What follows belongs to an exercise in optimizing a design on an open flow for small area, a short achievable clock period and few clock cycles; a production flow would make more cautious choices.
Function was checked by simulation only, so behaviour that the tests miss may differ from the original.

// flappy_cpu
module flappy_cpu(
    input         clk,
    input         rst,
    input         button,
    output [19:0] imem_addr,
    input  [31:0] imem_rdata,
    output [11:0] dmem_addr,
    output [31:0] dmem_wdata,
    output        dmem_we,
    input  [31:0] dmem_rdata,
    output [31:0] led,
    output        halted);
Settings: LEC_CHECK=0, CAP_MARGIN=20, CORE_MARGIN=2, CORE_UTILIZATION=55, SLEW_MARGIN=20; clock period 25.0 ns.
standard.sh (not shown) runs the stock make flow with config.mk's settings and CLKGATE_MAP_FILE= SYNTH_SCRIPT=/design/flow/synth_recipe.tcl, a recipe that flattens the netlist after the stock synthesis.
==> flow/flow/run.sh <==
#!/bin/bash
set -euo pipefail
ARGS=(SETUP_SLACK_MARGIN=18.4 "BUFFER_PORTS_ARGS=-buffer_cell sky130_fd_sc_hd__buf_4")
bash standard.sh "${ARGS[@]}" cts > standard_to_cts.log 2>&1
bash standard.sh "${ARGS[@]}" SKIP_GATE_CLONING=1 finish > standard_finish.log 2>&1
Testbench counts at the start, summed over its fixed seeds: cycles 135,499.
Next try:
--- a/flow/design.v
+++ b/flow/design.v
@@ -967,44 +967,50 @@
    wire [4:0] if_op  = imem_rdata[6:2];
    wire if_use1 = ~((if_op == 5'b01101) | (if_op == 5'b00101) | (if_op == 5'b11011));
    wire if_use2 = (if_op == 5'b01100) | (if_op == 5'b01000) | (if_op == 5'b11000) | if_ec;
    wire wb_next = go & writes_rd & (rd != 5'd0);
    wire if_m1   = wb_next & (if_ir[19:15] == rd);
    wire if_m2   = wb_next & (if_ir[24:20] == rd);
    wire if_dep  = (is_load | is_mul) & ((if_use1 & if_m1) | (if_use2 & if_m2));
-   wire        if_pred = (imem_rdata[6:2] == 5'b11000) & (&{imem_rdata[31:26], imem_rdata[7]});
-   wire [4:0]  if_lo   = {1'b0, pc[5:2]} + {1'b0, imem_rdata[25], imem_rdata[11:9]};
-   wire [31:6] pc_hi_m1 = pc[31:6] - 26'd1;
-   wire [31:2] if_tgt  = {if_lo[4] ? pc[31:6] : pc_hi_m1, if_lo[3:0]};
+   wire        if_pred = (imem_rdata[6:2] == 5'b11000) & (&{imem_rdata[31:28], imem_rdata[7]});
+   wire [6:0]  if_lo   = {1'b0, pc[7:2]} + {1'b0, imem_rdata[27:25], imem_rdata[11:9]};
+   wire [31:8] pc_hi_m1 = pc[31:8] - 24'd1;
+   wire [31:2] if_tgt  = {if_lo[6] ? pc[31:8] : pc_hi_m1, if_lo[5:0]};
    always @(posedge clk) begin
       if (rst) begin
          pc       <= 30'd0;
          v_e      <= 1'b0;
          halted_r <= 1'b0;
          led_r    <= 32'd0;
       end else if (!halted_r) begin
          if (halt_now) begin
             halted_r <= 1'b1;
             v_e      <= 1'b0;
-         end else begin
-            pc  <= redirect ? target : (stall ? pc_e : (if_pred ? if_tgt : pc + 30'd1));
-            v_e <= ~(redirect | stall);
+         end else if (!stall) begin
+            pc  <= redirect ? target : (if_pred ? if_tgt : pc + 30'd1);
+            v_e <= ~redirect;
          end
          if (led_now)
             led_r <= b2;
       end
-      ir     <= if_ir;
-      ec_e   <= if_ec;
-      pc_e   <= pc;
-      pred_e <= if_pred;
-      s1_e   <= if_s1[31:1];
-      s2_e   <= if_s2[31:1];
-      fw1_e  <= if_m1;
-      fw2_e  <= if_m2;
-      dep_e  <= if_dep;
+      if (!stall) begin
+         ir     <= if_ir;
+         ec_e   <= if_ec;
+         pc_e   <= pc;
+         pred_e <= if_pred;
+         s1_e <= if_s1[31:1];
+         s2_e <= if_s2[31:1];
+         fw1_e  <= if_m1;
+         fw2_e  <= if_m2;
+         dep_e  <= if_dep;
+      end else begin
+         fw1_e  <= 1'b0;
+         fw2_e  <= 1'b0;
+         dep_e  <= 1'b0;
+      end
    end
    wire issue = go & ~halted_r & ~rst;
    always @(posedge clk) begin
       res_m <= res;
       sd_m  <= is_mul ? mul_r1 : b2;
       m2_m  <= mul_r2;
       m3_m  <= mul_r3;
Effect: The new run finished clean; via count grows by 0.97%; routed wire length climbs by 2.4%; critical path depth falls by 9; worst setup slack gets better by 0.057 ns; first-iteration DRC count is lower by 0.63%; maximum frequency grows by 0.83%; hold slack improved by 0.10 ns.
Testbench counts after the change, summed over its fixed seeds: cycles 135,073.

==> static timing again, ports no longer ideal <==
The results above use ideal ports. As a check the final layouts listed here were re-extracted and re-timed, cells and wires unchanged.
Step 1: set_driving_cell puts a clkbuf_16 on clk and a buf_2 on each other input, an assumption about the parent block.
Step 2 also shifts input and output timing later by t, the mid clock arrival at the registers, as if the neighbouring blocks saw the same clock.
Slacks: no drivers / after step 1 / after step 2; pairs: no drivers / after step 1.
run | shift t [ns] | setup slack, ns | worst data-port slew with drivers (ns)
the first run | 0.883 | 18.133 / 18.132 / 17.645 | 0.06
the second run | 0.879 | 18.189 / 18.189 / 17.540 | 0.05
After both steps setup and hold are still met in every run listed. For the second run, which loses most, drivers alone change the setup slack by 0.000 ns; drivers and shift together by -0.649 ns.
